Source: an optimization exercise on an open RTL-to-GDS flow (aim: small area). Production flows keep margins and buffers that such runs may drop.
No activity file was given, so power comes from the tool's default toggle rates.

## top
module top(
	input clk, push_0, push_1, rst,
	input [3:0] key_pad_row,
	output [2:0] key_pad_col,
	output [7:0] seg_data, seg_com, lcd_data,
	output [9:0] dot_col,
	output [13:0] dot_row,
	output [3:0] step_motor,
	output [15:0] led,
	output W1_piezo,
	output lcd_rs, lcd_rw, lcd_en
);
==> flow/config.mk <==
export PLATFORM = sky130hd
export DESIGN_NAME = top
export DESIGN_NICKNAME = top
export VERILOG_FILES = /design/flow/design.v
export SDC_FILE = /design/flow/constraint.sdc
export NUM_CORES = 4
export LEC_CHECK = 0
export ABC_AREA = 1
export CAP_MARGIN = 20
export CORE_MARGIN = 2
export CORE_UTILIZATION = 40
export SLEW_MARGIN = 20
==> flow/constraint.sdc <==
create_clock -name core_clock -period 40.0 [get_ports {clk}]
set_input_delay 8.0000 -clock core_clock [delete_from_list [all_inputs] [get_ports {clk}]]
set_output_delay 8.0000 -clock core_clock [all_outputs]
set_load 0.01 [all_outputs]
standard.sh (not shown) runs the stock make flow with config.mk's settings and CLKGATE_MAP_FILE= SYNTH_SCRIPT=/design/flow/synth_recipe.tcl, a recipe that flattens the netlist after the stock synthesis.
==> flow/flow/run.sh <==
#!/bin/bash
# Layout flow: the standard synthesis, then the combinational logic of
# the synthesised netlist is mapped again by ABC for area (the registers,
# their names and cell types are kept), checked equivalent to the standard
# netlist by SAT, and the standard layout runs on the result.
set -uo pipefail
W=$(pwd)
R=$W/orfs/results/$FLOW_PLATFORM/top/base
LIB=$FLOW_HOME/platforms/$FLOW_PLATFORM/lib/sky130_fd_sc_hd__tt_025C_1v80.lib
PCFG=$FLOW_HOME/platforms/$FLOW_PLATFORM/config.mk

bash standard.sh synth > $W/synth.log 2>&1 || exit 1
cp $R/1_2_yosys.v $W/std_synth.v

DU=$(sed -n '/DONT_USE_CELLS/,/^$/p' $PCFG | grep -o 'sky130_fd_sc_hd__[a-z0-9_]*' | sed 's/^/-dont_use /' | tr '\n' ' ')
SEQL=$(grep -o "sky130_fd_sc_hd__\(df\|edf\|sdf\|dl[rx]\)[a-z0-9_]*" $W/std_synth.v | sort -u)
SEQ=$(echo $SEQL | tr '\n' ' ')
SEL=$(for s in $SEQL; do echo -n "t:$s "; done)

best=$W/std_synth.v
best_area=$(yosys -p "read_liberty -lib $LIB; read_verilog $W/std_synth.v; hierarchy -top top; stat -liberty $LIB" 2>&1 | grep "Chip area" | awk '{print $NF}')
echo "standard: $best_area" > $W/resynth_summary.txt

i=0
while read -r S; do
  [ -z "$S" ] && continue
  i=$((i+1))
  C=$W/resynth_$i.v
  yosys -p "read_liberty -ignore_miss_func $LIB; blackbox $SEQ; read_verilog $W/std_synth.v; hierarchy -top top; flatten; rename -hide w:_*; opt_clean -purge; abc -liberty $LIB $DU -script +$(echo "$S" | sed 's/ /,/g'); opt_clean -purge; hilomap -singleton -hicell sky130_fd_sc_hd__conb_1 HI -locell sky130_fd_sc_hd__conb_1 LO; insbuf -buf sky130_fd_sc_hd__buf_1 A X; splitnets; opt_clean -purge; hierarchy -top top; select -assert-none t:\$lut; stat -liberty $LIB; write_verilog -noattr -nohex -nodec $C" > $W/resynth_$i.log 2>&1 || continue
  a=$(grep "Chip area" $W/resynth_$i.log | tail -1 | awk '{print $NF}')
  yosys -p "read_liberty -ignore_miss_func $LIB; blackbox $SEQ; read_verilog $W/std_synth.v; rename top gold; read_verilog $C; rename top gate; hierarchy; flatten gold gate; opt_clean -purge; expose -cut -evert $SEL; miter -equiv -flatten -make_assert gold gate miter; hierarchy -top miter; sat -verify -prove-asserts miter" > $W/equiv_$i.log 2>&1
  ok=$?
  # the same registers, by instance name and cell type
  r1=$(grep -o "sky130_fd_sc_hd__\(df\|edf\|sdf\|dl[rx]\)[a-z0-9_]* [^ ]*" $W/std_synth.v | sort | md5sum)
  r2=$(grep -o "sky130_fd_sc_hd__\(df\|edf\|sdf\|dl[rx]\)[a-z0-9_]* [^ ]*" $C | sort | md5sum)
  echo "script $i [$S]: area $a equiv_exit $ok regs_same $([ "$r1" == "$r2" ] && echo yes || echo no)" >> $W/resynth_summary.txt
  if [ $ok -eq 0 ] && [ "$r1" == "$r2" ] && awk "BEGIN{exit !($a < $best_area)}"; then
    best=$C; best_area=$a
  fi
done < $W/flow/abc_scripts.txt
echo "chosen: $best $best_area" >> $W/resynth_summary.txt

cp $best $R/1_2_yosys.v
touch $R/1_2_yosys.v
set -a; source $W/flow/layout.env; set +a
bash standard.sh finish > $W/layout.log 2>&1
==> flow/flow/abc_scripts.txt <==
strash;dch -f;amap
strash;dch -f;map -a;topo
==> flow/flow/layout.env <==
BUFFER_PORTS_ARGS="-buffer_cell sky130_fd_sc_hd__buf_1"
CTS_ARGS="-sink_clustering_enable -repair_clock_nets -dont_use_dummy_load -buf_list sky130_fd_sc_hd__clkbuf_8"
The starting point produced a clean layout.
Then changed:
==> flow/flow/abc_scripts.txt (replaced) <==
strash;dch -f;amap
strash;dc2;dch -f;amap
strash;&get -n;&deepsyn -T 30;&put;dc2;dch -f;amap
==> flow/flow/layout.env (replaced) <==
BUFFER_PORTS_ARGS="-buffer_cell sky130_fd_sc_hd__buf_1"
CTS_ARGS="-sink_clustering_enable -repair_clock_nets -dont_use_dummy_load -buf_list sky130_fd_sc_hd__clkbuf_8 -sink_clustering_size 30 -sink_clustering_max_diameter 200"
Outcome:
- critical path depth stays the same
- total power is about the same
- utilization barely changes
- non-clock buffer count came out lower by 2
- routed wire length is lower by about 11%
- setup slack is worse by 490 ps
- via count went down by about 10%
- maximum frequency decreases by 4.6%
- clock power grows by about 1%
- combinational power goes down by 14%
- sequential share of layout area went up by 2.0 points
Then changed:
==> flow/flow/layout.env (replaced) <==
BUFFER_PORTS_ARGS="-buffer_cell sky130_fd_sc_hd__buf_1"
CTS_ARGS="-sink_clustering_enable -repair_clock_nets -dont_use_dummy_load -buf_list sky130_fd_sc_hd__clkbuf_8 -sink_clustering_size 20 -sink_clustering_max_diameter 150"
What happened:
- The changed run finished clean
- combinational power is about the same
- total power stays the same
- fmax is unchanged
- core utilization is unchanged
- cell area stays the same
- wire length stays the same
- via count is unchanged
- non-clock buffer count is unchanged
- setup slack is unchanged
- die area does not change
No run of this note included a check of the RTL's function; only the layout flow was run.

[afterwards: timing with drivers on the ports]
In the flow no input, the clock included, has a driving cell. The finished layouts below were timed again as built, in two steps.
Step 1 assumes that a clkbuf_16 drives the clock port and a buf_2 every other input.
Step 2 adds t to the input delays and takes it off the output delays; t is the mean of the earliest and latest rising clock arrival at the registers after step 1. Input paths then give back, and output paths get back, about the clock's delay inside the block.
a / b / c = ideal ports / drivers / drivers and shift; a / b = the first two.
run | t, ns | slack for setup (ns) | latest minus earliest clock arrival (ns) | worst data-port slew with drivers (ns)
the first run | 0.389 | 29.676 / 29.645 / 30.034 | 0.023 / 0.022 | 0.03
the second run | 0.387 | 29.183 / 29.150 / 29.536 | 0.019 / 0.019 | 0.03
the third run | 0.387 | 29.183 / 29.150 / 29.536 | 0.019 / 0.019 | 0.03
After both steps setup and hold are still met in every run listed.
